Context: an optimization exercise on an open-source flow, tuned for small area, a short achievable clock period and few clock cycles per item. The choices shown serve that exercise and are no tape-out recipe.
Where RTL was checked, it was by simulation tests only, not by an equivalence proof against the original.
No functional check of the RTL was part of run 5.
No run shown here takes its clock network from TritonCTS; it comes from the design's own scripts or RTL.
The clock port is modelled as an ideal driver, which makes a skipped or thinned clock tree look cheaper than it is; a real chip needs a root buffer or a tree.
Power is estimated from default activity; no workload was simulated.

[design/flow/flow/run.sh]
#!/bin/bash
# Standard ORFS layout (the standard.sh, unchanged synthesis) with:
#  - port buffers made from the smallest plain buffer instead of a delay cell;
#  - a flat one-level clock distribution (flow/clk.tcl) instead of an H-tree;
#  - two passes: the first pass's routed, extracted layout plans gate upsizing
#    (flow/plan.tcl, flow/size.tcl), and the second pass redoes CTS onwards with it.
set -euo pipefail
args=('BUFFER_PORTS_ARGS=-buffer_cell sky130_fd_sc_hd__buf_1' "PRE_CTS_TCL=$PWD/flow/clk.tcl")
R=orfs/results/sky130hd/main/base
L=orfs/logs/sky130hd/main/base
rm -f sizes.txt
bash standard.sh "${args[@]}" finish > pass1_flow.log 2>&1
openroad -no_init -exit flow/plan.tcl > plan.log 2>&1
mkdir -p pass1
cp -r "$L" pass1/logs
cp "$R/6_final.odb" pass1/
rm -f "$R"/4_* "$R"/5_* "$R"/6_* out/final.def
bash standard.sh "${args[@]}" finish > pass2_flow.log 2>&1
[design/flow/flow/clk.tcl]
# Sourced before CTS in place of clock_tree_synthesis: the clock port drives three
# clock buffers, each feeding the flip-flops of one slice of the placement (every
# register sees the same one-buffer clock path). Then, on the second pass, the
# gate sizes planned from the first pass (sizes.txt) are applied; CTS's detailed
# placement that follows legalises them.
set nbuf 3
set bufcell sky130_fd_sc_hd__clkbuf_16
set block [ord::get_db_block]
set clknet [$block findNet clock]
set sinks {}
foreach it [$clknet getITerms] {
  set inst [$it getInst]
  set b [$inst getBBox]
  lappend sinks [list $it [expr {([$b xMin] + [$b xMax]) / 2}] [expr {([$b yMin] + [$b yMax]) / 2}]]
}
set sinks [lsort -integer -index 1 $sinks]
set n [llength $sinks]
set master [[ord::get_db] findMaster $bufcell]
for {set g 0} {$g < $nbuf} {incr g} {
  set lo [expr {$g * $n / $nbuf}]
  set hi [expr {($g + 1) * $n / $nbuf - 1}]
  set grp [lrange $sinks $lo $hi]
  set sx 0; set sy 0
  foreach s $grp { incr sx [lindex $s 1]; incr sy [lindex $s 2] }
  set cx [expr {$sx / [llength $grp]}]
  set cy [expr {$sy / [llength $grp]}]
  set buf [odb::dbInst_create $block $master clkbuf_man_$g]
  set net [odb::dbNet_create $block clknet_man_$g]
  $net setSigType CLOCK
  [$buf findITerm A] connect $clknet
  [$buf findITerm X] connect $net
  foreach s $grp { set it [lindex $s 0]; $it disconnect; $it connect $net }
  $buf setLocation $cx $cy
  $buf setPlacementStatus PLACED
  puts "clock buffer $g: [llength $grp] sinks at $cx $cy"
}
set_propagated_clock [all_clocks]
proc clock_tree_synthesis {args} { puts "clock_tree_synthesis skipped: manual clock buffers" }

set sizes [file join [file dirname [info script]] .. sizes.txt]
if {[file exists $sizes]} {
  set f [open $sizes]
  foreach line [split [read $f] \n] {
    if {[llength $line] != 2} continue
    replace_cell [get_cells [lindex $line 0]] [lindex $line 1]
    puts "sized [lindex $line 0] -> [lindex $line 1]"
  }
  close $f
}
[design/flow/flow/plan.tcl]
# Load the first pass's final layout with its extracted parasitics and plan the
# gate sizes (flow/size.tcl); writes sizes.txt in the work folder.
set P $::env(FLOW_HOME)/platforms/sky130hd
set R orfs/results/sky130hd/main/base
read_db $R/6_final.odb
read_liberty $P/lib/sky130_fd_sc_hd__tt_025C_1v80.lib
read_sdc $R/6_final.sdc
source $P/setRC.tcl
read_spef $R/6_final.spef
set_propagated_clock [all_clocks]
set ::env(DONT_USE_CELLS) [exec sh -c {sed -n 's/^export DONT_USE_CELLS *[+:?]*= *//p' $0} $P/config.mk]
set ::sz_out sizes.txt
source [file join [file dirname [info script]] size.tcl]
[design/flow/flow/size.tcl]
proc sz_area {} {
  set a 0
  foreach i [get_cells *] {
    set lc [get_lib_cells -quiet [get_property $i ref_name]]
    if {$lc ne ""} { set a [expr {$a + [get_property $lc area]}] }
  }
  return $a
}
proc sz_family {ref} {
  if {![regexp {^(sky130_fd_sc_hd__\w+?)_(\d+)$} $ref -> base sz]} { return {} }
  set out {}
  foreach lc [get_lib_cells -quiet ${base}_*] {
    set n [get_name $lc]
    if {[lsearch $::env(DONT_USE_CELLS) $n] >= 0} continue
    if {[regexp "^${base}_(\\d+)\$" $n -> s2] && $s2 > $sz} { lappend out [list $n $s2] }
  }
  return [lsort -integer -index 1 $out]
}
proc sz_carea {ref} { return [get_property [get_lib_cells $ref] area] }
set sz_period [expr {[info exists ::env(FLOW_PERIOD_NS)] ? $::env(FLOW_PERIOD_NS) : 6.0}]
set sz_A [sz_area]
set sz_best [expr {($sz_period - [worst_slack -max]) * $sz_A}]
set sz_bestn 0
set sz_done {}
puts "size: start period [expr {$sz_period - [worst_slack -max]}] area $sz_A"
for {set it 0} {$it < 200} {incr it} {
  set pe [lindex [find_timing_paths -path_delay max -group_path_count 1 -sort_by_slack] 0]
  set ep [get_property $pe endpoint]
  set s0 [get_property $ep slack_max]
  set cands {}
  foreach pt [get_property $pe points] {
    set pin [get_property $pt pin]
    if {[string first / [get_full_name $pin]] < 0} continue
    lappend cands [get_full_name [get_cells -of_objects $pin]]
  }
  set pick {}; set rate 0
  foreach c [lsort -unique $cands] {
    set cell [get_cells $c]
    set ref [get_property $cell ref_name]
    foreach f [sz_family $ref] {
      set n [lindex $f 0]
      replace_cell $cell $n
      set g [expr {[get_property $ep slack_max] - $s0}]
      set da [expr {[sz_carea $n] - [sz_carea $ref]}]
      replace_cell $cell $ref
      if {$da > 0 && $g > 0 && $g / $da > $rate} { set rate [expr {$g / $da}]; set pick [list $c $ref $n $da] }
    }
  }
  if {$pick eq ""} break
  replace_cell [get_cells [lindex $pick 0]] [lindex $pick 2]
  set sz_A [expr {$sz_A + [lindex $pick 3]}]
  lappend sz_done $pick
  set sc [expr {($sz_period - [worst_slack -max]) * $sz_A}]
  if {$sc < $sz_best} { set sz_best $sc; set sz_bestn [llength $sz_done] }
}
# undo the moves after the best state
for {set i [expr {[llength $sz_done] - 1}]} {$i >= $sz_bestn} {incr i -1} {
  set d [lindex $sz_done $i]
  replace_cell [get_cells [lindex $d 0]] [lindex $d 1]
}
set f [open $::sz_out w]
foreach d [lrange $sz_done 0 [expr {$sz_bestn - 1}]] {
  puts "size: [lindex $d 0] [lindex $d 1] -> [lindex $d 2]"
  puts $f [list [lindex $d 0] [lindex $d 2]]
}
close $f
puts "size: kept $sz_bestn of [llength $sz_done] moves; period [expr {$sz_period - [worst_slack -max]}] area [sz_area]"
[design/flow/standard.sh]
#!/bin/bash
# synth_recipe.tcl (not shown) runs the flow's synth.tcl, then flattens the netlist and writes it again
# the make line also repeats each setting of config.mk as NAME=value (left out here)
make -C /OpenROAD-flow-scripts/flow DESIGN_CONFIG=/design/flow/config.mk WORK_HOME=/design/flow/orfs CLKGATE_MAP_FILE= SYNTH_SCRIPT=/design/flow/synth_recipe.tcl "${@:-finish}"
[design/flow/config.mk]
export PLATFORM = sky130hd
export DESIGN_NAME = main
export DESIGN_NICKNAME = main
export VERILOG_FILES = /design/flow/design.v
export SDC_FILE = /design/flow/constraint.sdc
export NUM_CORES = 4
export LEC_CHECK = 0
export CAP_MARGIN = 20
export CORE_MARGIN = 2
export CORE_UTILIZATION = 65
export SLEW_MARGIN = 20
export SYNTH_HIERARCHICAL = 1
export SYNTH_MINIMUM_KEEP_SIZE = 0
[design/flow/constraint.sdc]
create_clock -name core_clock -period 6.0 [get_ports {clock}]
set_input_delay 1.2000 -clock core_clock [delete_from_list [all_inputs] [get_ports {clock}]]
set_output_delay 1.2000 -clock core_clock [all_outputs]
set_load 0.01 [all_outputs]
[design/flow/design.v]
module main(output [95:0] out,output reg [95:0]fec,output reg [15:0]crc,output reg status,input data,clock,start);
    reg [4:0]  c;        
    reg [31:0] m;        
    reg [15:0] R;        
    wire cz = (c[3:0] == 4'd0);
    always @(posedge clock, posedge start) begin
        if (start) begin
            c      <= 5'd0;
            status <= 1'b0;
        end else begin
            c <= {c[3:0], c[4] ^ c[2] ^ cz};
            if (c[4] && cz) status <= 1'b1;
        end
    end
    always @(posedge clock) begin
        if (!status) m <= {data, m[31:1]};
    end
    wire fb = R[15] ^ data;
    always @(posedge clock) begin
        if (start) R <= 16'hFFFF;
        else if (!status) R <= {R[14]^fb, R[13:2], R[1]^fb, R[0], fb};
    end
    wire [47:0] u = {R[0],R[1],R[2],R[3],R[4],R[5],R[6],R[7],
                     R[8],R[9],R[10],R[11],R[12],R[13],R[14],R[15], m};
    wire [47:0] p, hi, lo;
    assign p[0] = u[0];
    assign hi[1:0] = u[1:0];
    assign lo[0] = u[0];
    assign lo[1] = p[1];
    genvar k;
    generate
        for (k = 1; k < 48; k = k + 1) begin : gp
            xor2 xp(p[k], u[k], u[k-1]);
        end
        for (k = 2; k < 48; k = k + 1) begin : gc
            xor2 xh(hi[k], u[k], p[k-2]);
            xor2 xl(lo[k], p[k], p[k-2]);
        end
    endgenerate
    integer i;
    always @* begin
        crc = R;
        for (i = 0; i < 48; i = i + 1) begin
            fec[95-2*i] = hi[i];
            fec[94-2*i] = lo[i];
        end
    end
    interleaver C(fec[23:0],fec[47:24],fec[71:48],fec[95:72],out);
endmodule
module xor2(output y, input a, b);
    assign y = a ^ b;
endmodule
module interleaver(
input [23:0] byte0,
input [23:0] byte1,
input [23:0] byte2,
input [23:0] byte3,
output [95:0]OP
);
wire [23:0] out0,out1,out2,out3;
assign out0 ={byte3[5:0],byte2[5:0],byte1[5:0],byte0[5:0]};
assign out1 ={byte3[11:6],byte2[11:6],byte1[11:6],byte0[11:6]};
assign out2 ={byte3[17:12],byte2[17:12],byte1[17:12],byte0[17:12]};
assign out3 ={byte3[23:18],byte2[23:18],byte1[23:18],byte0[23:18]};
assign OP[95:0] ={out0[23:0],out1[23:0],out2[23:0],out3[23:0]};
endmodule
==> results of run 1 <==
cells by family after synthesis:
group / after synthesis / share of synthesized area (%)
and+or+nand+nor: 20 / 2.26
AOI/OAI and AO/OA: 3 / 0.405
buffers and inverters: 105 / 21.1
xor gates and xnor gates: 143 / 33.8
muxes: 14 / 3.78
DFF: 54 / 38.6
power by group through the flow:
stage               sequential (mW)  clock, mW  combinational (mW)
CTS                           0.388      0.182             0.00450
detailed placement            0.397          0             0.00447
global placement              0.397          0             0.00452
floorplan                     0.397          0             0.00296
finish                        0.388      0.176             0.00439
global route                  0.388      0.191             0.00495
cell type report:
class | instances | area (um2) | share of cell area (%)
tap | 72 | 90.1 | 2.30
inverter | 2 | 7.51 | 0.192
multi-input combinational | 180 | 1490 | 38.1
buffer | 3 | 75.1 | 1.92
sequential | 54 | 1440 | 36.7
timing repair buffer | 213 | 813 | 20.8
path summary, 6_finish.rpt:
kind	from	endpoint	slack, ns	depth (start not counted)
max	R[14]	out[4]	3.35	3
min	c[3]	c[4]	0.38	0
max reg2reg	status	m[1]	4.56	3
min reg2reg	c[3]	c[4]	0.38	0
max in group asynchronous	start	status	4.44	2
min in group asynchronous	start	c[0]	1.14	2
modules after synthesis, one instance, submodules excluded:
module       cell area (um2)  times used  cells
interleaver              721           1     96
main                    1770           1    104
xor2                    8.76         139      1
cell usage after synthesis:
master and count:
sky130_fd_sc_hd__or3_1 1, sky130_fd_sc_hd__nand3b_1 1, sky130_fd_sc_hd__buf_4 101, sky130_fd_sc_hd__dfrtp_1 6, sky130_fd_sc_hd__mux2i_1 14, sky130_fd_sc_hd__o21ai_0 1
sky130_fd_sc_hd__buf_6 1, sky130_fd_sc_hd__buf_2 1, sky130_fd_sc_hd__inv_1 2, sky130_fd_sc_hd__nor2_1 1, sky130_fd_sc_hd__nor3_1 1, sky130_fd_sc_hd__dfxtp_1 16
sky130_fd_sc_hd__nand2_1 15, sky130_fd_sc_hd__xnor2_1 3, sky130_fd_sc_hd__xor2_1 140, sky130_fd_sc_hd__nand3_1 1, sky130_fd_sc_hd__a21oi_1 1, sky130_fd_sc_hd__edfxtp_1 32
sky130_fd_sc_hd__o21ai_1 1
flip-flops by register name, summed over array words and instances (netlist names):
| signal | count |
|---|---|
| status | 1 |
| R | 16 |
| m | 32 |
| c | 5 |
layout by cell type, fill, tap and decap left out, types with 2 or more instances in the layout:
cell,count
sky130_fd_sc_hd__buf_1,206
sky130_fd_sc_hd__buf_2,5
sky130_fd_sc_hd__buf_4,2
sky130_fd_sc_hd__clkbuf_16,3
sky130_fd_sc_hd__dfrtp_1,6
sky130_fd_sc_hd__dfxtp_1,11
sky130_fd_sc_hd__dfxtp_2,5
sky130_fd_sc_hd__edfxtp_1,32
sky130_fd_sc_hd__inv_1,2
sky130_fd_sc_hd__mux2i_1,14
sky130_fd_sc_hd__nand2_1,15
sky130_fd_sc_hd__xnor2_1,3
sky130_fd_sc_hd__xor2_1,140
through the flow:
step | utilization [%] | setup WS, ns | instance area (um2) | hold slack [ns] | power, mW
after floorplan | - | 3.51 | 3700 | 0.355 | 0.400
after global placement | 69.5 | 3.31 | 3830 | 0.361 | 0.401
after detailed placement | 69.5 | 3.38 | 3830 | 0.363 | 0.401
after CTS | 71.1 | 3.33 | 3920 | 0.380 | 0.574
after global routing | 71.1 | 3.23 | 3920 | 0.389 | 0.585
final | 71.1 | 3.35 | 3920 | 0.377 | 0.569
routing by layer:
layer | wire, um | GRT usage [%]
met1 | 2820 | 25.8
met2 | 3690 | 38.3
met3 | 441 | 1.13
met4 | 33 | 0.862
met5 | 0 | 0
worst max-delay path, cell delays in order, from the launching register on:
cell and delay [ns]:
sky130_fd_sc_hd__dfxtp_1 0.49, sky130_fd_sc_hd__xor2_1 0.37, sky130_fd_sc_hd__xor2_1 0.26, sky130_fd_sc_hd__buf_2 0.19
==> metrics.log, run 1 <==
[metrics] status: timing/DRC/antenna clean
[metrics] leading cell types by total area after synthesis: sky130_fd_sc_hd__xor2_1 (33%), sky130_fd_sc_hd__edfxtp_1 (26%), sky130_fd_sc_hd__buf_4 (20%)
[metrics] final worst path period need: approximately 2.7 ns
[metrics] # hold bufs at CTS: 0
[metrics] remaining max-slew budget at the tightest pin: around 56%
[metrics] Die ar.: 0.00632 mm2
[metrics] count of final setup violators: 0
[metrics] Area growth, synth to finish: 5.67%
[metrics] count of placed standard cells including taps: about 520
[metrics] Crit. End Element: primary output
[metrics] Starting Density: around two thirds
[metrics] static leakage: 1.59 nW
[metrics] Post-Syn Area: 0.00370 mm2
[metrics] buffers inserted by post-CTS timing repair: 0
[metrics] initial DRC count: 52
[metrics] switching power share of the total: around 16%
[metrics] Cell Count, Final, Fillers Out: between 500 and 600
[metrics] final worst path period share: between 40% and 50%
[metrics] Slew Viols, Final: 0
[metrics] ANT nets after route: 0
[metrics] Data arrival, critical path: 1.45 ns
[metrics] Worst Tran Pin Value: roughly 0.66 ns
[metrics] count of synthesis-stage warnings from yosys: 7
[metrics] Floorplan Core Area: 0.00551 mm2
[metrics] crit path kind: register to primary output
[metrics] gr usage total: between 15 and 20%
[metrics] sum of net half-perimeters after detailed placement: between 5000 and 6000 um
[metrics] total congestion overflow: 0
[metrics] Total Negative Setup Slacks: 0 ns
[metrics] via count of the first global-routing pass: 2050
[metrics] routed wirelength normalized by instance count: between 10 and 15 um
[metrics] critical path startpoint category: register
[metrics] number of library cell types mapped by synthesis: 19
[metrics] top-level I/O count: 212
[metrics] PostCTS Resize Cnt: 0
[metrics] via density per instance: 4.71
[metrics] Via Count: 2466
[metrics] global-route wire length before repair: 10200 um
[metrics] share of post-route cells with drive strength above 1: around 3.3%
[metrics] source-to-sink clock delay at the later pin of the worst-skew pair: 0.14 ns
[metrics] fraction of power consumed by combinational cells: less than 1%
[metrics] number of synthesized register bits: 54
[metrics] RSZ-0062 raised after global routing: false
[metrics] post-route clock skew: ~0.0043 ns
[metrics] path category of the worst min-delay check: register to register
[metrics] Crit Path Max Fanout: 6
[metrics] Die Y: ~80 um
[metrics] net switching power: about 0.09 mW
[metrics] mean post-synth cell area: between 10 and 15 um2
[metrics] input/output buffers: 211
[metrics] cell-internal power: 0.480 mW
[metrics] cell accounting for the most synthesized area: sky130_fd_sc_hd__xor2_1
[metrics] number of antenna violations at the first check in global routing: 0
[metrics] Post-Synthesis Net Count: approximately 340
[metrics] highest achievable clock rate: 377 MHz
[metrics] number of nets at the end of the flow: between 400 and 500
[metrics] post-synthesis instance total: roughly 340
[metrics] Std-Cell Rows: 27
[metrics] required time at the worst-slack endpoint: roughly 4.8 ns
[metrics] FILL cells: roughly 470
[metrics] IR Drop Worst-Case VDD: 169 uV
[metrics] clock-pin slew reported for the worst setup and hold paths after clock tree synthesis: 0.07 ns
[metrics] number of detailed-route iterations in the first pass: 4
[metrics] count of inserted antenna diode cells: 0
[metrics] share of Yosys cell area claimed by the top area cell type: 33.1%
[metrics] sequential group share of total power: between 60% and 70%
[metrics] Total Routed Length: between 6000 and 7000 um
[metrics] number of DRC violations after detailed routing: 0
[metrics] Max Cap Violations: 0
[metrics] post-synthesis sequential area ratio: 38.6%
[metrics] horizontal extent of the die: 79.5 um
[metrics] PwrDens: about 150 mW/mm2
[metrics] largest net degree at the start of global routing: 34
[metrics] number of endpoints with negative hold slack in the final report: 0
[metrics] Final GP Congestion: 0.758
[metrics] clock share of power: ~31%
Testbench counts, summed over its fixed seeds: cycles 16,896, messages 512.
==> run 2, diff against run 1 <==
--- a/design/flow/design.v
+++ b/design/flow/design.v
@@ -14,10 +14,20 @@
     end
-    always @(posedge clock) begin
-        if (!status) m <= {data, m[31:1]};
-    end
+    wire ns = ~status;
+    wire [31:0] m_d;
+    genvar j;
+    generate
+        for (j = 0; j < 32; j = j + 1) begin : gm
+            hold2 hm(m_d[j], status, ns, m[j], j == 31 ? data : m[(j + 1) % 32]);
+        end
+    endgenerate
+    always @(posedge clock) m <= m_d;
     wire fb = R[15] ^ data;
-    always @(posedge clock) begin
-        if (start) R <= 16'hFFFF;
-        else if (!status) R <= {R[14]^fb, R[13:2], R[1]^fb, R[0], fb};
-    end
+    wire [15:0] Rn = {R[14]^fb, R[13:2], R[1]^fb, R[0], fb};
+    wire [15:0] R_d;
+    generate
+        for (j = 0; j < 16; j = j + 1) begin : gr
+            hold3 hr(R_d[j], status, ns, R[j], Rn[j], start);
+        end
+    endgenerate
+    always @(posedge clock) R <= R_d;
     wire [47:0] u = {R[0],R[1],R[2],R[3],R[4],R[5],R[6],R[7],
@@ -52,2 +62,8 @@
 endmodule
+module hold2(output y, input s, ns, q, d);
+    assign y = (s & q) | (ns & d);
+endmodule
+module hold3(output y, input s, ns, q, d, st);
+    assign y = (s & q) | (ns & d) | st;
+endmodule
 module interleaver(
--- a/design/flow/flow/clk.tcl
+++ b/design/flow/flow/clk.tcl
@@ -1,3 +1,3 @@
-# Sourced before CTS in place of clock_tree_synthesis: the clock port drives three
-# clock buffers, each feeding the flip-flops of one slice of the placement (every
+# Sourced before CTS in place of clock_tree_synthesis: the clock port drives two
+# clock buffers, each feeding the flip-flops of one half of the placement (every
 # register sees the same one-buffer clock path). Then, on the second pass, the
@@ -5,3 +5,3 @@
 # placement that follows legalises them.
-set nbuf 3
+set nbuf 2
 set bufcell sky130_fd_sc_hd__clkbuf_16
--- a/design/flow/flow/size.tcl
+++ b/design/flow/flow/size.tcl
@@ -25,3 +25,3 @@
 puts "size: start period [expr {$sz_period - [worst_slack -max]}] area $sz_A"
-for {set it 0} {$it < 200} {incr it} {
+for {set it 0} {$it < 500} {incr it} {
   set pe [lindex [find_timing_paths -path_delay max -group_path_count 1 -sort_by_slack] 0]
==> metrics.log, run 2 <==
[metrics] number of nets at the end of the flow: 473 (was 457)
[metrics] Post-Synthesis Net Count: 370 (was 342)
[metrics] count of inserted antenna diode cells: 0 (unchanged)
[metrics] required time at the worst-slack endpoint: 4.80 ns (about the same)
[metrics] cell accounting for the most synthesized area: sky130_fd_sc_hd__xor2_1 (unchanged)
[metrics] Synth async-reset ratio: 11.1% (unchanged)
[metrics] Floorplan Core Area: 0.00551 mm2 (unchanged)
[metrics] number of detailed-route iterations in the first pass: 4 (unchanged)
[metrics] Crit. End Element: primary output (unchanged)
[metrics] buffers inserted by post-CTS timing repair: 0 (unchanged)
[metrics] number of synthesized register bits: 54 (unchanged)
[metrics] post-route clock skew: 0.00911 ns (was 0.00433 ns)
[metrics] highest achievable clock rate: 384 MHz (was 377 MHz)
[metrics] mean post-synth cell area: 10.1 um2 (was 10.9 um2)
[metrics] gr usage total: 20.3% (was 19.9%)
[metrics] top-level I/O count: 212 (unchanged)
[metrics] FILL cells: 457 (was 474)
[metrics] most numerous cell in the Yosys netlist: sky130_fd_sc_hd__xor2_1 (unchanged)
[metrics] Starting Density: 67.2% (was 67.3%)
[metrics] remaining max-slew budget at the tightest pin: 41.2% (was 56.0%)
[metrics] static leakage: 1.61 nW (was 1.59 nW)
[metrics] final worst path period need: 2.60 ns (was 2.65 ns)
[metrics] Std-Cell Rows: 27 (unchanged)
[metrics] Final Util: 70.5% (was 71.1%)
[metrics] total congestion overflow: 0 (unchanged)
[metrics] Data arrival, critical path: 1.40 ns (was 1.45 ns)
[metrics] Top delay family on crit path: XOR/XNOR gates (unchanged)
[metrics] most common cell after layout, fill and taps aside: sky130_fd_sc_hd__buf_1 (unchanged)
[metrics] clock-pin slew reported for the worst setup and hold paths after clock tree synthesis: 0.10 ns (was 0.07 ns)
[metrics] biggest regs: m x32, R x16, c x5 (unchanged)
[metrics] Die Y: 79.4 um (was 79.5 um)
[metrics] initial DRC count: 117 (was 52)
[metrics] critical path startpoint category: register (unchanged)
[metrics] source-to-sink clock delay at the later pin of the worst-skew pair: 0.16 ns (was 0.14 ns)
[metrics] multi-input gate area in the final layout: 0.00177 mm2 (was 0.00149 mm2)
[metrics] IR Drop Worst-Case VDD: 211 uV (was 169 uV)
[metrics] number of endpoints with negative hold slack in the final report: 0 (unchanged)
[metrics] final total power: 0.849 mW (was 0.569 mW)
[metrics] RSZ-0062 raised after global routing: false (unchanged)
[metrics] most numerous cell types in the synthesized netlist: sky130_fd_sc_hd__xor2_1 (139), sky130_fd_sc_hd__buf_4 (113), sky130_fd_sc_hd__dfxtp_1 (48) (was sky130_fd_sc_hd__xor2_1 (140), sky130_fd_sc_hd__buf_4 (101), sky130_fd_sc_hd__edfxtp_1 (32))
[metrics] global-route wire length before repair: 10800 um (was 10200 um)
[metrics] crit path kind: register to primary output (unchanged)
[metrics] Crit path top cell by count: sky130_fd_sc_hd__xor2_1 (unchanged)
[metrics] number of antenna violations at the first check in global routing: 0 (unchanged)
[metrics] PostCTS Resize Cnt: 0 (unchanged)
[metrics] number of enable-type register cells in the synthesized netlist: 0 (was 32)
[metrics] Slew Viols, Final: 0 (unchanged)
[metrics] post-synthesis sequential area ratio: 30.0% (was 38.6%)
[metrics] Die ar.: 0.00631 mm2 (was 0.00632 mm2)
[metrics] Total Negative Setup Slacks: 0 ns (unchanged)
[metrics] register name with the most flops: m (unchanged)
[metrics] cell area reported after detailed placement: 0.00374 mm2 (was 0.00383 mm2)
[metrics] PwrDens: 219 mW/mm2 (was 145 mW/mm2)
[metrics] via count of the first global-routing pass: 2155 (was 2050)
[metrics] Bufs and invs on worst path: 1 (unchanged)
[metrics] path category of the worst min-delay check: register to register (unchanged)
[metrics] Worst Tran Pin Value: 0.882 ns (was 0.659 ns)
[metrics] footprint of the flip-flops and latches: 0.00114 mm2 (was 0.00144 mm2)
[metrics] Post-Syn Area: 0.00370 mm2 (about the same)
[metrics] ANT nets after route: 0 (unchanged)
[metrics] Via Count: 2694 (was 2466)
[metrics] final worst path period share: 43.4% (was 44.2%)
[metrics] Crit Path Max Fanout: 5 (was 6)
[metrics] cells along the critical path: xor2_1 -> xor2_1 -> buf_1 (was xor2_1 -> xor2_1 -> buf_2)
[metrics] post-route cell area: 0.00388 mm2 (was 0.00392 mm2)
[metrics] slowest stage delay, CP: 0.49 ns (about the same)
[metrics] sum of net half-perimeters after detailed placement: 5420 um (was 5550 um)
[metrics] Total Routed Length: 7150 um (was 6980 um)
[metrics] share of post-route cells with drive strength above 1: 10.5% (was 3.32%)
[metrics] ys flop type: sky130_fd_sc_hd__dfxtp_1 (was sky130_fd_sc_hd__edfxtp_1)
[metrics] # hold bufs at CTS: 0 (unchanged)
[metrics] Final GP Congestion: 0.866 (was 0.758)
[metrics] Max Cap Violations: 0 (unchanged)
[metrics] master of the slowest instance on the critical path: sky130_fd_sc_hd__dfxtp_1 (unchanged)
[metrics] count of synthesis-stage warnings from yosys: 7 (unchanged)
[metrics] status: timing/DRC/antenna clean (unchanged)
[metrics] horizontal extent of the die: 79.4 um (was 79.5 um)
[metrics] number of DRC violations after detailed routing: 0 (unchanged)
[metrics] leading cell types by total area after synthesis: sky130_fd_sc_hd__xor2_1 (33%), sky130_fd_sc_hd__dfxtp_1 (26%), sky130_fd_sc_hd__buf_4 (23%) (was sky130_fd_sc_hd__xor2_1 (33%), sky130_fd_sc_hd__edfxtp_1 (26%), sky130_fd_sc_hd__buf_4 (20%))
[metrics] max reg flops: 32 (unchanged)
[metrics] via density per instance: 4.99 (was 4.71)
[metrics] routed wirelength normalized by instance count: 13.2 um (was 13.3 um)
[metrics] largest net degree at the start of global routing: 51 (was 34)
[metrics] count of final setup violators: 0 (unchanged)
[metrics] number of library cell types mapped by synthesis: 15 (was 19)
[metrics] Area growth, synth to finish: 4.94% (was 5.67%)
[metrics] input/output buffers: 211 (unchanged)
[metrics] post-synthesis instance total: 367 (was 339)
[metrics] leading cell types in the layout, fill and taps excluded: sky130_fd_sc_hd__buf_1 (191), sky130_fd_sc_hd__xor2_1 (134), sky130_fd_sc_hd__a22o_1 (32) (was sky130_fd_sc_hd__buf_1 (206), sky130_fd_sc_hd__xor2_1 (140), sky130_fd_sc_hd__edfxtp_1 (32))
[metrics] share of Yosys cell area claimed by the top area cell type: 32.9% (was 33.1%)
[run 2: logic make-up after synthesis]
family	synth area share (%)
compound gates	12.2
buf+inv	23.2
simple gates	0.846
flops	30.0
xor+xnor	33.6
[run 2: stage by stage]
stage,worst slack [ns],hold slack [ns],std cells
finish,3.40,0.404,540
global route,3.29,0.416,540
CTS,3.39,0.403,540
detailed placement,3.50,0.380,538
global placement,3.51,0.378,538
floorplan,3.52,0.367,367
[run 2: area by class of cell]
type / instances / area share [%]
inverters: 3 / 0.290
well taps: 72 / 2.32
plain buffers: 2 / 1.29
multi-input cells: 197 / 45.5
repair buffers: 212 / 21.2
flip-flops and latches: 54 / 29.4
[run 2: worst paths after layout]
kind	cells past startpoint	end	slack, ns	startpoint
min in group asynchronous	2	status	1.27	start
setup reg to reg	3	R[8]	3.59	status
hold reg to reg	0	c[4]	0.40	c[3]
max in group asynchronous	2	status	4.52	start
hold / removal	0	c[4]	0.40	c[3]
setup / recovery	3	out[10]	3.40	m[22]
[run 2: where the power goes]
group | internal, mW | leakage (nW) | switching (mW) | total [mW]
combinational | 0.108 | 1.12 | 0.201 | 0.308
clock | 0.0616 | 0.0246 | 0.0880 | 0.150
sequential | 0.370 | 0.462 | 0.0210 | 0.392
total | 0.540 | 1.61 | 0.310 | 0.849
[run 2: metal layers]
layer  track usage, %  routed length (um)
met5                0                   0
met4             1.03                  29
met3             1.58                 434
met2             36.9                3610
met1             27.8                3080
[run 2: modules after synthesis (local to each module, per instance)]
| module | flip-flops and latches | copies in the design |
|---|---|---|
| hold2 | 0 | 32 |
| main | 54 | 1 |
| interleaver | 0 | 1 |
| xor2 | 0 | 139 |
| hold3 | 0 | 16 |
Testbench counts of run 2, summed over its fixed seeds: cycles 16,896, messages 512.
==> run 3, diff against run 2 <==
--- a/design/flow/flow/size.tcl
+++ b/design/flow/flow/size.tcl
@@ -25,3 +25,3 @@
 puts "size: start period [expr {$sz_period - [worst_slack -max]}] area $sz_A"
-for {set it 0} {$it < 500} {incr it} {
+for {set it 0} {$it < 200} {incr it} {
   set pe [lindex [find_timing_paths -path_delay max -group_path_count 1 -sort_by_slack] 0]
==> metrics.log, run 3 <==
[metrics] Worst Tran Pin Value: 0.882 ns (unchanged)
[metrics] number of nets at the end of the flow: 473 (unchanged)
[metrics] initial DRC count: 117 (unchanged)
[metrics] highest achievable clock rate: 384 MHz (unchanged)
[metrics] leading cell types by total area after synthesis: sky130_fd_sc_hd__xor2_1 (33%), sky130_fd_sc_hd__dfxtp_1 (26%), sky130_fd_sc_hd__buf_4 (23%) (unchanged)
[metrics] post-route clock skew: 0.00911 ns (unchanged)
[metrics] share of post-route cells with drive strength above 1: 10.5% (unchanged)
[metrics] PwrDens: 219 mW/mm2 (unchanged)
[metrics] Floorplan Core Area: 0.00551 mm2 (unchanged)
[metrics] leading cell types in the layout, fill and taps excluded: sky130_fd_sc_hd__buf_1 (191), sky130_fd_sc_hd__xor2_1 (134), sky130_fd_sc_hd__a22o_1 (32) (unchanged)
[metrics] routed wirelength normalized by instance count: 13.2 um (unchanged)
[metrics] gr usage total: 20.3% (unchanged)
[metrics] Area growth, synth to finish: 4.94% (unchanged)
[metrics] Hold Path Depth: 0 (unchanged)
[metrics] Starting Density: 67.2% (unchanged)
[metrics] number of enable-type register cells in the synthesized netlist: 0 (unchanged)
[metrics] max reg flops: 32 (unchanged)
[metrics] post-synthesis instance total: 367 (unchanged)
[metrics] status: timing/DRC/antenna clean (unchanged)
[metrics] slowest stage delay, CP: 0.49 ns (about the same)
[metrics] post-route cell area: 0.00388 mm2 (unchanged)
[metrics] largest net degree at the start of global routing: 51 (unchanged)
[metrics] Slew Viols, Final: 0 (unchanged)
[metrics] Die Y: 79.4 um (unchanged)
[metrics] crit path kind: register to primary output (unchanged)
[metrics] final worst path period need: 2.60 ns (unchanged)
[metrics] global-route wire length before repair: 10800 um (unchanged)
[metrics] input/output buffers: 211 (unchanged)
[metrics] Std-Cell Rows: 27 (unchanged)
[metrics] sum of net half-perimeters after detailed placement: 5420 um (unchanged)
[metrics] register name with the most flops: m (unchanged)
[metrics] Data arrival, critical path: 1.40 ns (about the same)
[metrics] startpoint of the lowest-slack hold path: c[3] (unchanged)
[metrics] most common cell after layout, fill and taps aside: sky130_fd_sc_hd__buf_1 (unchanged)
[metrics] Total Negative Setup Slacks: 0 ns (unchanged)
[metrics] worst setup slack after layout: 3.40 ns (unchanged)
[metrics] number of antenna violations at the first check in global routing: 0 (unchanged)
[metrics] biggest regs: m x32, R x16, c x5 (unchanged)
[metrics] top-level I/O count: 212 (unchanged)
[metrics] mean post-synth cell area: 10.1 um2 (unchanged)
[metrics] Die ar.: 0.00631 mm2 (unchanged)
[metrics] critical path startpoint category: register (unchanged)
[metrics] share of Yosys cell area claimed by the top area cell type: 32.9% (unchanged)
[metrics] most numerous cell in the Yosys netlist: sky130_fd_sc_hd__xor2_1 (unchanged)
[metrics] M1 GR Usage: 27.8% (unchanged)
[metrics] cell area reported after detailed placement: 0.00374 mm2 (unchanged)
[metrics] remaining max-slew budget at the tightest pin: 41.2% (unchanged)
[metrics] post-synthesis sequential area ratio: 30.0% (unchanged)
[metrics] clock-pin slew reported for the worst setup and hold paths after clock tree synthesis: 0.10 ns (about the same)
[metrics] GR peak layer: met2 (unchanged)
[metrics] # hold bufs at CTS: 0 (unchanged)
[metrics] count of final setup violators: 0 (unchanged)
[metrics] Via Count: 2694 (unchanged)
[metrics] Crit path top cell by count: sky130_fd_sc_hd__xor2_1 (unchanged)
[metrics] buffers inserted by post-CTS timing repair: 0 (unchanged)
[metrics] Total Routed Length: 7150 um (unchanged)
[metrics] required time at the worst-slack endpoint: 4.80 ns (about the same)
[metrics] cells along the critical path: xor2_1 -> xor2_1 -> buf_1 (unchanged)
[metrics] Bufs and invs on worst path: 1 (unchanged)
[metrics] number of library cell types mapped by synthesis: 15 (unchanged)
[metrics] Critical Path Stages: 3 (unchanged)
[metrics] most numerous cell types in the synthesized netlist: sky130_fd_sc_hd__xor2_1 (139), sky130_fd_sc_hd__buf_4 (113), sky130_fd_sc_hd__dfxtp_1 (48) (unchanged)
[metrics] ys flop type: sky130_fd_sc_hd__dfxtp_1 (unchanged)
[metrics] count of synthesis-stage warnings from yosys: 7 (unchanged)
[metrics] Post-Synthesis Net Count: 370 (unchanged)
[metrics] Crit. End Element: primary output (unchanged)
[metrics] ANT nets after route: 0 (unchanged)
[metrics] final worst path period share: 43.4% (unchanged)
[metrics] Crit Path Max Fanout: 5 (unchanged)
[metrics] path depth of the worst reg2reg path: 3 (unchanged)
[metrics] number of detailed-route iterations in the first pass: 4 (unchanged)
[metrics] path category of the worst min-delay check: register to register (unchanged)
[metrics] count of inserted antenna diode cells: 0 (unchanged)
[metrics] horizontal extent of the die: 79.4 um (unchanged)
[metrics] PostCTS Resize Cnt: 0 (unchanged)
[metrics] via density per instance: 4.99 (unchanged)
[metrics] critical path launch point: m[22] (unchanged)
[metrics] launch instance of the worst register-to-register path: status (unchanged)
[metrics] met2 Use GR: 36.9% (unchanged)
[metrics] Post-Place Setup Slack: 3.50 ns (unchanged)
[metrics] via count of the first global-routing pass: 2155 (unchanged)
[metrics] Post-Syn Area: 0.00370 mm2 (unchanged)
[metrics] total congestion overflow: 0 (unchanged)
[metrics] cell accounting for the most synthesized area: sky130_fd_sc_hd__xor2_1 (unchanged)
[metrics] master of the slowest instance on the critical path: sky130_fd_sc_hd__dfxtp_1 (unchanged)
[metrics] Synth async-reset ratio: 11.1% (unchanged)
[metrics] number of DRC violations after detailed routing: 0 (unchanged)
[metrics] met3 track demand over resource in global routing: 1.58% (unchanged)
[metrics] Top delay family on crit path: XOR/XNOR gates (unchanged)
[metrics] Max Cap Violations: 0 (unchanged)
[metrics] Final GP Congestion: 0.866 (unchanged)
[metrics] IR Drop Worst-Case VDD: 211 uV (unchanged)
[metrics] source-to-sink clock delay at the later pin of the worst-skew pair: 0.16 ns (about the same)
[metrics] number of endpoints with negative hold slack in the final report: 0 (unchanged)
[metrics] RSZ-0062 raised after global routing: false (unchanged)
[metrics] static leakage: 1.61 nW (unchanged)
[metrics] number of synthesized register bits: 54 (unchanged)
==> run 3: cell counts after synthesis <==
No cell type changed its count.
==> run 3: final timing paths <==
kind                       endpoint  slack (ns)
max                         out[10]        3.40
min                            c[4]        0.40
max reg2reg                    R[8]        3.59
min reg2reg                    c[4]        0.40
max in group asynchronous    status        4.52
min in group asynchronous    status        1.27
==> run 3: cells by family (layout without fill, tap and decap cells) <==
family	count (synthesis)	after routing	synth area share, %
xor+xnor	142	142	33.6
simple gates	5	5	0.846
compound gates	50	50	12.2
flops	54	54	30.0
buf+inv	116	217	23.2
==> run 3: metal layers <==
layer  vias up  wire [um]
met5         -          0
met4         0         29
met3         2        434
met2       107       3610
met1      1270       3080
li1       1315          -
==> run 3: stage by stage <==
stage                     utilization (%)  hold WS, ns  std cells  total power [mW]
after CTS                            70.5        0.403        540             0.857
after global routing                 70.5        0.416        540             0.897
after detailed placement             67.9        0.380        538             0.707
after global placement               67.9        0.378        538             0.705
final                                70.5        0.404        540             0.849
after floorplan                         -        0.367        367             0.694
==> run 3: power by group <==
part / leakage [nW] / switching (mW) / internal [mW] / total [mW]
clock network: 0.0246 / 0.0880 / 0.0616 / 0.150
registers: 0.462 / 0.0210 / 0.370 / 0.392
logic: 1.12 / 0.201 / 0.108 / 0.308
total: 1.61 / 0.310 / 0.540 / 0.849
==> run 3: final cells by class <==
class | count | area (um2)
fill | 457 | 1630
timing repair buffer | 212 | 825
inverter | 3 | 11.3
tap | 72 | 90.1
sequential | 54 | 1140
buffer | 2 | 50.0
multi-input combinational | 197 | 1770
==> run 3: modules after synthesis, one instance, submodules excluded <==
module | cells | area [um2] | flops+latches | times used
hold2 | 1 | 8.76 | 0 | 32
main | 84 | 1320 | 54 | 1
interleaver | 96 | 721 | 0 | 1
xor2 | 1 | 8.76 | 0 | 139
hold3 | 1 | 10.0 | 0 | 16
==> run 4, diff against run 3 <==
==> design/flow/flow/run.sh (replaced) <==
#!/bin/bash
# Standard ORFS layout (the standard.sh, unchanged synthesis) with:
#  - port buffers made from the smallest plain buffer instead of a delay cell;
#  - a flat one-level clock distribution (flow/clk.tcl) instead of an H-tree;
#  - three passes: after each of the first two, the routed, extracted layout
#    plans more gate upsizing (flow/plan.tcl, flow/size.tcl, appended to
#    sizes.txt), and the next pass redoes CTS onwards with all of it.
set -euo pipefail
args=('BUFFER_PORTS_ARGS=-buffer_cell sky130_fd_sc_hd__buf_1' "PRE_CTS_TCL=$PWD/flow/clk.tcl")
R=orfs/results/sky130hd/main/base
L=orfs/logs/sky130hd/main/base
rm -f sizes.txt
bash standard.sh "${args[@]}" finish > pass1_flow.log 2>&1
for p in 1 2; do
  openroad -no_init -exit flow/plan.tcl > plan$p.log 2>&1
  mkdir -p pass$p
  cp -r "$L" pass$p/logs
  cp "$R/6_final.odb" pass$p/
  rm -f "$R"/4_* "$R"/5_* "$R"/6_* out/final.def
  bash standard.sh "${args[@]}" finish > pass$((p + 1))_flow.log 2>&1
done
--- a/design/flow/flow/size.tcl
+++ b/design/flow/flow/size.tcl
@@ -60,3 +60,3 @@
 }
-set f [open $::sz_out w]
+set f [open $::sz_out a]
 foreach d [lrange $sz_done 0 [expr {$sz_bestn - 1}]] {
==> metrics.log, run 4 <==
[metrics] post-route cell area: 0.00389 mm2 (was 0.00388 mm2)
[metrics] count of inserted antenna diode cells: 0 (unchanged)
[metrics] path depth of the worst reg2reg path: 3 (unchanged)
[metrics] crit path kind: register to primary output (unchanged)
[metrics] worst-case hold slack: 0.404 ns (about the same)
[metrics] launch instance of the worst register-to-register path: status (unchanged)
[metrics] net switching power: 0.310 mW (about the same)
[metrics] gr usage total: 20.4% (was 20.3%)
[metrics] most common cell after layout, fill and taps aside: sky130_fd_sc_hd__buf_1 (unchanged)
[metrics] number of library cell types mapped by synthesis: 15 (unchanged)
[metrics] count of final setup violators: 0 (unchanged)
[metrics] highest achievable clock rate: 385 MHz (was 384 MHz)
[metrics] worst setup slack for register-to-register paths: 3.59 ns (about the same)
[metrics] top-level I/O count: 212 (unchanged)
[metrics] leading cell types in the layout, fill and taps excluded: sky130_fd_sc_hd__buf_1 (187), sky130_fd_sc_hd__xor2_1 (134), sky130_fd_sc_hd__a22o_1 (32) (was sky130_fd_sc_hd__buf_1 (191), sky130_fd_sc_hd__xor2_1 (134), sky130_fd_sc_hd__a22o_1 (32))
[metrics] Total Negative Setup Slacks: 0 ns (unchanged)
[metrics] Post-Synthesis Net Count: 370 (unchanged)
[metrics] mean post-synth cell area: 10.1 um2 (unchanged)
[metrics] path category of the worst min-delay check: register to register (unchanged)
[metrics] number of synthesized register bits: 54 (unchanged)
[metrics] register name with the most flops: m (unchanged)
[metrics] cell accounting for the most synthesized area: sky130_fd_sc_hd__xor2_1 (unchanged)
[metrics] PostCTS Resize Cnt: 0 (unchanged)
[metrics] Synth async-reset ratio: 11.1% (unchanged)
[metrics] input/output buffers: 211 (unchanged)
[metrics] number of endpoints with negative hold slack in the final report: 0 (unchanged)
[metrics] ys flop type: sky130_fd_sc_hd__dfxtp_1 (unchanged)
[metrics] clock share of power: 17.6% (about the same)
[metrics] routed wirelength normalized by instance count: 13.2 um (unchanged)
[metrics] buffers inserted by post-CTS timing repair: 0 (unchanged)
[metrics] Die Y: 79.4 um (unchanged)
[metrics] remaining max-slew budget at the tightest pin: 41.5% (was 41.2%)
[metrics] endpoint of the most critical register-to-register path: R[8] (unchanged)
[metrics] share of Yosys cell area claimed by the top area cell type: 32.9% (unchanged)
[metrics] Post-Syn Area: 0.00370 mm2 (unchanged)
[metrics] final worst path period need: 2.60 ns (about the same)
[metrics] Area growth, synth to finish: 5.11% (was 4.94%)
[metrics] horizontal extent of the die: 79.4 um (unchanged)
[metrics] number of detailed-route iterations in the first pass: 4 (unchanged)
[metrics] critical path startpoint category: register (unchanged)
[metrics] # hold bufs at CTS: 0 (unchanged)
[metrics] max reg flops: 32 (unchanged)
[metrics] total congestion overflow: 0 (unchanged)
[metrics] via density per instance: 5.00 (was 4.99)
[metrics] FILL cells: 460 (was 457)
[metrics] PwrDens: 219 mW/mm2 (about the same)
[metrics] initial DRC count: 118 (was 117)
[metrics] Final Util: 70.6% (was 70.5%)
[metrics] leading cell types by total area after synthesis: sky130_fd_sc_hd__xor2_1 (33%), sky130_fd_sc_hd__dfxtp_1 (26%), sky130_fd_sc_hd__buf_4 (23%) (unchanged)
[metrics] Std-Cell Rows: 27 (unchanged)
[metrics] Starting Density: 67.2% (unchanged)
[metrics] count of synthesis-stage warnings from yosys: 7 (unchanged)
[metrics] Worst Tran Pin Value: 0.878 ns (was 0.882 ns)
[metrics] number of DRC violations after detailed routing: 0 (unchanged)
[metrics] most numerous cell in the Yosys netlist: sky130_fd_sc_hd__xor2_1 (unchanged)
[metrics] Die ar.: 0.00631 mm2 (unchanged)
[metrics] fraction of power consumed by combinational cells: 36.4% (was 36.3%)
[metrics] Via Count: 2699 (was 2694)
[metrics] cell area reported after detailed placement: 0.00374 mm2 (unchanged)
[metrics] sequential group share of total power: 46.0% (was 46.1%)
[metrics] switching power share of the total: 36.4% (was 36.5%)
[metrics] number of nets at the end of the flow: 473 (unchanged)
[metrics] sum of net half-perimeters after detailed placement: 5420 um (unchanged)
[metrics] final worst path period share: 43.3% (was 43.4%)
[metrics] post-synthesis instance total: 367 (unchanged)
[metrics] post-route clock skew: 0.00928 ns (was 0.00911 ns)
[metrics] global-route wire length before repair: 10800 um (about the same)
[metrics] Total Routed Length: 7150 um (unchanged)
[metrics] Max Cap Violations: 0 (unchanged)
[metrics] via count of the first global-routing pass: 2160 (was 2155)
[metrics] largest net degree at the start of global routing: 51 (unchanged)
[metrics] Hold Path Depth: 0 (unchanged)
[metrics] post-synthesis sequential area ratio: 30.0% (unchanged)
[metrics] biggest regs: m x32, R x16, c x5 (unchanged)
[metrics] Crit. End Element: primary output (unchanged)
[metrics] ANT nets after route: 0 (unchanged)
[metrics] Data arrival, critical path: 1.40 ns (about the same)
[metrics] source-to-sink clock delay at the later pin of the worst-skew pair: 0.16 ns (about the same)
[metrics] IR Drop Worst-Case VDD: 211 uV (about the same)
[metrics] WHS Endpoint: c[4] (unchanged)
[metrics] Final GP Congestion: 0.866 (unchanged)
[metrics] number of enable-type register cells in the synthesized netlist: 0 (unchanged)
[metrics] number of antenna violations at the first check in global routing: 0 (unchanged)
[metrics] share of post-route cells with drive strength above 1: 11.5% (was 10.5%)
[metrics] count of placed standard cells including taps: 538 (unchanged)
[metrics] Floorplan Core Area: 0.00551 mm2 (unchanged)
[metrics] required time at the worst-slack endpoint: 4.80 ns (about the same)
[metrics] Crit Path Max Fanout: 6 (was 5)
[metrics] static leakage: 1.62 nW (was 1.61 nW)
[metrics] cell-internal power: 0.541 mW (was 0.540 mW)
[metrics] Slew Viols, Final: 0 (unchanged)
[metrics] Cell Count, Final, Fillers Out: 540 (unchanged)
[metrics] clock-pin slew reported for the worst setup and hold paths after clock tree synthesis: 0.10 ns (about the same)
[metrics] startpoint of the lowest-slack hold path: c[3] (unchanged)
[metrics] most numerous cell types in the synthesized netlist: sky130_fd_sc_hd__xor2_1 (139), sky130_fd_sc_hd__buf_4 (113), sky130_fd_sc_hd__dfxtp_1 (48) (unchanged)
[metrics] status: timing/DRC/antenna clean (unchanged)
[metrics] RSZ-0062 raised after global routing: false (unchanged)
-- run 4: power by group through the flow --
stage | combinational (mW) | clock, mW | sequential, mW
CTS | 0.314 | 0.152 | 0.392
finish | 0.310 | 0.149 | 0.392
detailed placement | 0.308 | 0 | 0.399
global route | 0.337 | 0.167 | 0.394
global placement | 0.306 | 0 | 0.399
floorplan | 0.299 | 0 | 0.395
-- run 4: worst max path at each step --
stage / start / to / slack, ns / depth (start not counted)
6_report: R[6] / out[52] / 3.40 / 3
5_1_grt: m[31] / out[80] / 3.29 / 3
3_5_place_dp: R[5] / fec[4] / 3.50 / 3
4_1_cts: R[6] / fec[7] / 3.39 / 3
3_3_place_gp: R[5] / out[49] / 3.51 / 3
2_1_floorplan: status / R[0] / 3.52 / 2
-- run 4: worst max-delay path: stages, from the launching register on --
cell and delay, ns:
sky130_fd_sc_hd__dfxtp_2 0.41, sky130_fd_sc_hd__xor2_1 0.38, sky130_fd_sc_hd__xor2_1 0.24, sky130_fd_sc_hd__buf_1 0.20
-- run 4: modules after synthesis, one instance, submodules excluded --
| module | copies in the design | cells inside | flip-flops and latches | area (um2) |
|---|---|---|---|---|
| hold2 | 32 | 1 | 0 | 8.76 |
| hold3 | 16 | 1 | 0 | 10.0 |
| interleaver | 1 | 96 | 0 | 721 |
| xor2 | 139 | 1 | 0 | 8.76 |
| main | 1 | 84 | 54 | 1320 |
-- run 4: per-layer routing --
metal  up-vias  GRT usage [%]  part of all wire, %
li1       1315              -                    -
met1      1276           27.8                   43
met2       106           37.0                   51
met3         2           1.58                  6.0
met4         0           1.03                 0.41
met5         -              0                    0
-- run 4: logic make-up after synthesis --
family	synth area share [%]
AO/OA/AOI/OAI	12.2
XOR/XNOR	33.6
AND/OR/NAND/NOR	0.846
flip-flops	30.0
buffers and inverters	23.2
-- run 4: layout make-up --
type | instances | area (um2) | share of cell area (%)
multi-input combinational | 197 | 1770 | 45.4
sequential | 54 | 1140 | 29.4
timing repair buffer | 212 | 830 | 21.3
tap | 72 | 90.1 | 2.32
buffer | 2 | 50.0 | 1.29
inverter | 3 | 11.3 | 0.290
-- run 4: through the flow --
| step | setup slack, ns | power, mW |
|---|---|---|
| 2_1_floorplan | 3.52 | 0.694 |
| 3_3_place_gp | 3.51 | 0.705 |
| 3_5_place_dp | 3.50 | 0.707 |
| 4_1_cts | 3.39 | 0.858 |
| 5_1_grt | 3.29 | 0.898 |
| 6_report | 3.40 | 0.851 |
==> run 5, diff against run 4 <==
==> design/flow/design.v (replaced) <==
module main(output [95:0] out,output reg [95:0]fec,output reg [15:0]crc,output reg status,input data,clock,start);
    reg [4:0]  c;        
    reg        run;      
    reg [2:0]  h;        
    reg [31:0] H, L;     
    reg [31:0] T;        
    reg [15:0] R;        
    wire cz = (c[3:0] == 4'd0);
    wire last = c[4] & cz;
    always @(posedge clock, posedge start) begin
        if (start) begin
            c      <= 5'd0;
            status <= 1'b0;
            h      <= 3'd0;
        end else begin
            c <= {c[3:0], c[4] ^ c[2] ^ cz};
            if (last) status <= 1'b1;
            h <= {h[1:0], data};
        end
    end
    always @(posedge clock, posedge start) begin
        if (start) run <= 1'b1;
        else if (last) run <= 1'b0;
    end
    wire hs = ~run;
    wire fb = R[15] ^ data;
    wire [15:0] Rn = {R[14]^fb, R[13:2], R[1]^fb, R[0], fb};
    wire [15:0] R_d;
    genvar j;
    generate
        for (j = 0; j < 16; j = j + 1) begin : gr
            hold3 hr(R_d[j], hs, run, R[j], Rn[j], start);
        end
    endgenerate
    always @(posedge clock) R <= R_d;
    wire [18:0] v = {Rn[0],Rn[1],Rn[2],Rn[3],Rn[4],Rn[5],Rn[6],Rn[7],
                     Rn[8],Rn[9],Rn[10],Rn[11],Rn[12],Rn[13],Rn[14],Rn[15], data, h[0], h[1]};
    reg [31:0] Tn;
    integer k;
    always @* begin
        for (k = 32; k < 48; k = k + 1) begin
            Tn[2*(47-k)+1] = v[k-29] ^ v[k-31] ^ v[k-32];
            Tn[2*(47-k)]   = v[k-29] ^ v[k-30] ^ v[k-31] ^ v[k-32];
        end
    end
    wire hi_in = data ^ h[1] ^ h[2];
    wire lo_in = hi_in ^ h[0];
    wire [31:0] H_d, L_d, T_d;
    generate
        for (j = 0; j < 32; j = j + 1) begin : gc
            hold2 hh(H_d[j], hs, run, H[j], j == 31 ? hi_in : H[(j + 1) % 32]);
            hold2 hl(L_d[j], hs, run, L[j], j == 31 ? lo_in : L[(j + 1) % 32]);
            hold2 ht(T_d[j], hs, run, T[j], Tn[j]);
        end
    endgenerate
    always @(posedge clock) begin
        H <= H_d;
        L <= L_d;
        T <= T_d;
    end
    integer i;
    always @* begin
        crc = R;
        for (i = 0; i < 32; i = i + 1) begin
            fec[95-2*i] = H[i];
            fec[94-2*i] = L[i];
        end
        fec[31:0] = T;
    end
    interleaver C(fec[23:0],fec[47:24],fec[71:48],fec[95:72],out);
endmodule
module hold2(output y, input s, ns, q, d);
    assign y = (s & q) | (ns & d);
endmodule
module hold3(output y, input s, ns, q, d, st);
    assign y = (s & q) | (ns & d) | st;
endmodule
module interleaver(
input [23:0] byte0,
input [23:0] byte1,
input [23:0] byte2,
input [23:0] byte3,
output [95:0]OP
);
wire [23:0] out0,out1,out2,out3;
assign out0 ={byte3[5:0],byte2[5:0],byte1[5:0],byte0[5:0]};
assign out1 ={byte3[11:6],byte2[11:6],byte1[11:6],byte0[11:6]};
assign out2 ={byte3[17:12],byte2[17:12],byte1[17:12],byte0[17:12]};
assign out3 ={byte3[23:18],byte2[23:18],byte1[23:18],byte0[23:18]};
assign OP[95:0] ={out0[23:0],out1[23:0],out2[23:0],out3[23:0]};
endmodule
==> design/flow/flow/run.sh (replaced) <==
#!/bin/bash
# Standard ORFS layout (the standard.sh, unchanged synthesis) with:
#  - port buffers made from the smallest plain buffer instead of a delay cell;
#  - a flat one-level clock distribution (flow/clk.tcl) instead of an H-tree;
#  - two passes: the first pass's routed, extracted layout plans gate upsizing
#    (flow/plan.tcl, flow/size.tcl), and the second pass redoes CTS onwards with it.
set -euo pipefail
args=('BUFFER_PORTS_ARGS=-buffer_cell sky130_fd_sc_hd__buf_1' "PRE_CTS_TCL=$PWD/flow/clk.tcl")
R=orfs/results/sky130hd/main/base
L=orfs/logs/sky130hd/main/base
rm -f sizes.txt
bash standard.sh "${args[@]}" finish > pass1_flow.log 2>&1
openroad -no_init -exit flow/plan.tcl > plan.log 2>&1
mkdir -p pass1
cp -r "$L" pass1/logs
cp "$R/6_final.odb" pass1/
rm -f "$R"/4_* "$R"/5_* "$R"/6_* out/final.def
bash standard.sh "${args[@]}" finish > pass2_flow.log 2>&1
--- a/design/flow/flow/clk.tcl
+++ b/design/flow/flow/clk.tcl
@@ -1,7 +1 @@
-# Sourced before CTS in place of clock_tree_synthesis: the clock port drives two
-# clock buffers, each feeding the flip-flops of one half of the placement (every
-# register sees the same one-buffer clock path). Then, on the second pass, the
-# gate sizes planned from the first pass (sizes.txt) are applied; CTS's detailed
-# placement that follows legalises them.
-set nbuf 2
 set bufcell sky130_fd_sc_hd__clkbuf_16
@@ -17,2 +11,3 @@
 set n [llength $sinks]
+set nbuf [expr {min(4, ($n + 26) / 27)}]
 set master [[ord::get_db] findMaster $bufcell]
--- a/design/flow/flow/size.tcl
+++ b/design/flow/flow/size.tcl
@@ -60,3 +60,3 @@
 }
-set f [open $::sz_out a]
+set f [open $::sz_out w]
 foreach d [lrange $sz_done 0 [expr {$sz_bestn - 1}]] {
==> metrics.log, run 5 <==
[metrics] number of synthesized register bits: 122 (was 54)
[metrics] Final GP Congestion: 0.735 (was 0.866)
[metrics] required time at the worst-slack endpoint: 6.07 ns (was 4.80 ns)
[metrics] number of detailed-route iterations in the first pass: 5 (was 4)
[metrics] number of enable-type register cells in the synthesized netlist: 0 (unchanged)
[metrics] Total Routed Length: 8650 um (was 7150 um)
[metrics] number of endpoints with negative hold slack in the final report: 0 (unchanged)
[metrics] count of inserted antenna diode cells: 0 (unchanged)
[metrics] post-synthesis sequential area ratio: 51.2% (was 30.0%)
[metrics] top-level I/O count: 212 (unchanged)
[metrics] Worst Tran Pin Value: 1.09 ns (was 0.878 ns)
[metrics] FILL cells: 590 (was 460)
[metrics] static leakage: 1.88 nW (was 1.62 nW)
[metrics] post-synthesis instance total: 407 (was 367)
[metrics] mean post-synth cell area: 12.0 um2 (was 10.1 um2)
[metrics] cell accounting for the most synthesized area: sky130_fd_sc_hd__dfxtp_1 (was sky130_fd_sc_hd__xor2_1)
[metrics] Post-Synthesis Net Count: 410 (was 370)
[metrics] Post-Syn Area: 0.00487 mm2 (was 0.00370 mm2)
[metrics] gr usage total: 19.0% (was 20.4%)
[metrics] remaining max-slew budget at the tightest pin: 27.6% (was 41.5%)
[metrics] most numerous cell types in the synthesized netlist: sky130_fd_sc_hd__dfxtp_1 (112), sky130_fd_sc_hd__buf_4 (109), sky130_fd_sc_hd__a22o_1 (96) (was sky130_fd_sc_hd__xor2_1 (139), sky130_fd_sc_hd__buf_4 (113), sky130_fd_sc_hd__dfxtp_1 (48))
[metrics] Hold Path Depth: 0 (unchanged)
[metrics] final worst path period share: 41.0% (was 43.3%)
[metrics] biggest regs: H x32, L x32, T x32 (was m x32, R x16, c x5)
[metrics] WHS Endpoint: c[1] (was c[4])
[metrics] IR Drop Worst-Case VDD: 319 uV (was 211 uV)
[metrics] total congestion overflow: 0 (unchanged)
[metrics] Max Cap Violations: 0 (unchanged)
[metrics] count of synthesis-stage warnings from yosys: 7 (unchanged)
[metrics] Floorplan Core Area: 0.00725 mm2 (was 0.00551 mm2)
[metrics] global-route wire length before repair: 13500 um (was 10800 um)
[metrics] Final Util: 70.5% (was 70.6%)
[metrics] Crit Path Max Fanout: 114 (was 6)
[metrics] worst setup slack for register-to-register paths: 3.54 ns (was 3.59 ns)
[metrics] routed wirelength normalized by instance count: 14.1 um (was 13.2 um)
[metrics] share of post-route cells with drive strength above 1: 1.75% (was 11.5%)
[metrics] master of the slowest instance on the critical path: sky130_fd_sc_hd__dfstp_4 (was sky130_fd_sc_hd__dfxtp_2)
[metrics] crit path kind: register to register (was register to primary output)
[metrics] Synth async-reset ratio: 8.20% (was 11.1%)
[metrics] via density per instance: 5.26 (was 5.00)
[metrics] leading cell types in the layout, fill and taps excluded: sky130_fd_sc_hd__buf_1 (211), sky130_fd_sc_hd__dfxtp_1 (112), sky130_fd_sc_hd__a22o_1 (96) (was sky130_fd_sc_hd__buf_1 (187), sky130_fd_sc_hd__xor2_1 (134), sky130_fd_sc_hd__a22o_1 (32))
[metrics] most common cell after layout, fill and taps aside: sky130_fd_sc_hd__buf_1 (unchanged)
[metrics] input/output buffers: 211 (unchanged)
[metrics] PostCTS Resize Cnt: 0 (unchanged)
[metrics] # hold bufs at CTS: 0 (unchanged)
[metrics] Total Negative Setup Slacks: 0 ns (unchanged)
[metrics] number of nets at the end of the flow: 519 (was 473)
[metrics] initial DRC count: 157 (was 118)
[metrics] buffers inserted by post-CTS timing repair: 0 (unchanged)
[metrics] critical path startpoint category: register (unchanged)
[metrics] ys flop type: sky130_fd_sc_hd__dfxtp_1 (unchanged)
[metrics] Data arrival, critical path: 2.53 ns (was 1.40 ns)
[metrics] PwrDens: 224 mW/mm2 (was 219 mW/mm2)
[metrics] RSZ-0062 raised after global routing: false (unchanged)
[metrics] number of DRC violations after detailed routing: 0 (unchanged)
[metrics] post-route clock skew: 0.00625 ns (was 0.00928 ns)
[metrics] startpoint of the lowest-slack hold path: c[0] (was c[3])
[metrics] slowest stage delay, CP: 1.31 ns (was 0.41 ns)
[metrics] leading cell types by total area after synthesis: sky130_fd_sc_hd__dfxtp_1 (46%), sky130_fd_sc_hd__a22o_1 (17%), sky130_fd_sc_hd__buf_4 (17%) (was sky130_fd_sc_hd__xor2_1 (33%), sky130_fd_sc_hd__dfxtp_1 (26%), sky130_fd_sc_hd__buf_4 (23%))
[metrics] path category of the worst min-delay check: register to register (unchanged)
[metrics] highest achievable clock rate: 407 MHz (was 385 MHz)
[metrics] Starting Density: 67.1% (was 67.2%)
[metrics] ANT nets after route: 0 (unchanged)
[metrics] endpoint of the most critical register-to-register path: R[15] (was R[8])
[metrics] final worst path period need: 2.46 ns (was 2.60 ns)
[metrics] horizontal extent of the die: 90.5 um (was 79.4 um)
[metrics] multi-input gate area in the final layout: 0.00154 mm2 (was 0.00177 mm2)
[metrics] Area growth, synth to finish: 5.09% (was 5.11%)
[metrics] Die Y: 90.5 um (was 79.4 um)
[metrics] sum of net half-perimeters after detailed placement: 5900 um (was 5420 um)
[metrics] most numerous cell in the Yosys netlist: sky130_fd_sc_hd__dfxtp_1 (was sky130_fd_sc_hd__xor2_1)
[metrics] final total power: 1.15 mW (was 0.851 mW)
[metrics] launch instance of the worst register-to-register path: run (was status)
[metrics] Crit. End Element: register (was primary output)
[metrics] number of antenna violations at the first check in global routing: 0 (unchanged)
[metrics] cells along the critical path: clkinv_16 -> buf_12 -> a221o_1 (was xor2_1 -> xor2_1 -> buf_1)
[metrics] largest net degree at the start of global routing: 115 (was 51)
[metrics] footprint of the flip-flops and latches: 0.00250 mm2 (was 0.00114 mm2)
[metrics] Via Count: 3225 (was 2699)
[metrics] path depth of the worst reg2reg path: 3 (unchanged)
[metrics] Die ar.: 0.00820 mm2 (was 0.00631 mm2)
[metrics] count of final setup violators: 0 (unchanged)
[metrics] source-to-sink clock delay at the later pin of the worst-skew pair: 0.17 ns (was 0.16 ns)
[metrics] status: timing/DRC/antenna clean (unchanged)
[metrics] Slew Viols, Final: 0 (unchanged)
[metrics] clock-pin slew reported for the worst setup and hold paths after clock tree synthesis: 0.11 ns (was 0.10 ns)
[metrics] via count of the first global-routing pass: 2604 (was 2160)
[metrics] number of library cell types mapped by synthesis: 16 (was 15)
[metrics] share of Yosys cell area claimed by the top area cell type: 46.1% (was 32.9%)
[metrics] Std-Cell Rows: 31 (was 27)
[run 5: cell types whose count changed in the layout (fill, tap and decap cells not counted), moves of 2 or more]
cell,change
sky130_fd_sc_hd__dfxtp_2,-20
sky130_fd_sc_hd__clkbuf_16,+2
sky130_fd_sc_hd__buf_1,+24
sky130_fd_sc_hd__xor2_2,-5
sky130_fd_sc_hd__xnor2_1,+35
sky130_fd_sc_hd__xor2_1,-118
sky130_fd_sc_hd__dfrtp_1,+4
sky130_fd_sc_hd__buf_2,-24
sky130_fd_sc_hd__a22o_1,+64
sky130_fd_sc_hd__dfxtp_1,+85
[run 5: metrics by stage]
step	area, um2	instances	worst slack (ns)	hold WS, ns
global placement	4980	609	2.78	0.358
finish	5110	613	3.54	0.391
detailed placement	4980	609	2.77	0.366
floorplan	4870	407	2.36	0.355
CTS	5110	613	3.53	0.392
global route	5110	613	3.37	0.411
[run 5: cell type report]
class                   instances  area share [%]
repair buffers                212            15.9
multi-input cells             173            30.2
inverters                       3           0.734
flip-flops and latches        122            48.8
well taps                      99            2.42
plain buffers                   4            1.96
[run 5: how the worst max path moves through the flow]
stage / start / end / slack, ns / cells after the start
after floorplan: run / R[0] / 2.36 / 2
after global placement: run / R[0] / 2.78 / 3
after detailed placement: run / R[15] / 2.77 / 3
after CTS: run / R[15] / 3.53 / 3
after global routing: run / R[15] / 3.37 / 3
final: run / R[15] / 3.54 / 3
[run 5: critical path, delay by kind of cell (launching register included)]
kind            cells  cell delay (ns)
flops               1             1.31
buf+inv             2             0.58
compound gates      1             0.38
[run 5: cell families after synthesis]
family | after synthesis | share of synthesized area, %
DFF | 122 | 51.2
AOI/OAI and AO/OA | 112 | 20.6
buffers and inverters | 112 | 17.0
xor gates and xnor gates | 56 | 10.6
and+or+nand+nor | 5 | 0.591
[run 5: per-module statistics from Yosys (local to each module, per instance)]
module       times used  cells
hold2                96      1
main                  1    199
interleaver           1     96
hold3                16      1
[run 5: layer usage]
layer	routed length, um	share of wire [%]	track usage (%)
met3	422	4.9	1.17
met2	4130	48	33.2
met5	0	0	0
met4	80	0.92	1.54
met1	4020	46	27.3
[run 5: where the power goes]
group	total [mW]	switching (mW)	internal (mW)
combinational	0.0163	0.00927	0.00699
clock	0.320	0.196	0.124
sequential	0.812	0.000927	0.811
total	1.15	0.206	0.942

==> what the ideal ports hide <==
How much do the figures lean on ideal ports? The routed layouts below were timed once more, with nothing changed but the port constraints. Step 1, drivers: a clkbuf_16 drives clock and a buf_2 each remaining input, both assumed. Step 2 moves the port delays by t, midway between the first and last clock arrival at a register: inputs arrive t later, outputs are due t later. That takes back most of the time a late clock gives input paths. Slacks: no drivers / after step 1 / after step 2; pairs: no drivers / after step 1.
| run | t (ns) | setup WS [ns] | worst register clock-pin slew, ns |
|---|---|---|---|
| run 1 | 0.197 | 3.346 / 3.288 / 3.485 | 0.07 / 0.07 |
| run 2 | 0.205 | 3.398 / 3.351 / 3.556 | 0.10 / 0.10 |
| run 3 | 0.205 | 3.398 / 3.351 / 3.556 | 0.10 / 0.10 |
| run 4 | 0.205 | 3.405 / 3.358 / 3.562 | 0.10 / 0.10 |
| run 5 | 0.237 | 3.541 / 3.541 / 3.371 | 0.11 / 0.11 |
After both steps every run listed still meets setup and hold. The setup slack of run 5, which loses most, moves by 0.000 ns with the drivers and by -0.170 ns with both steps.
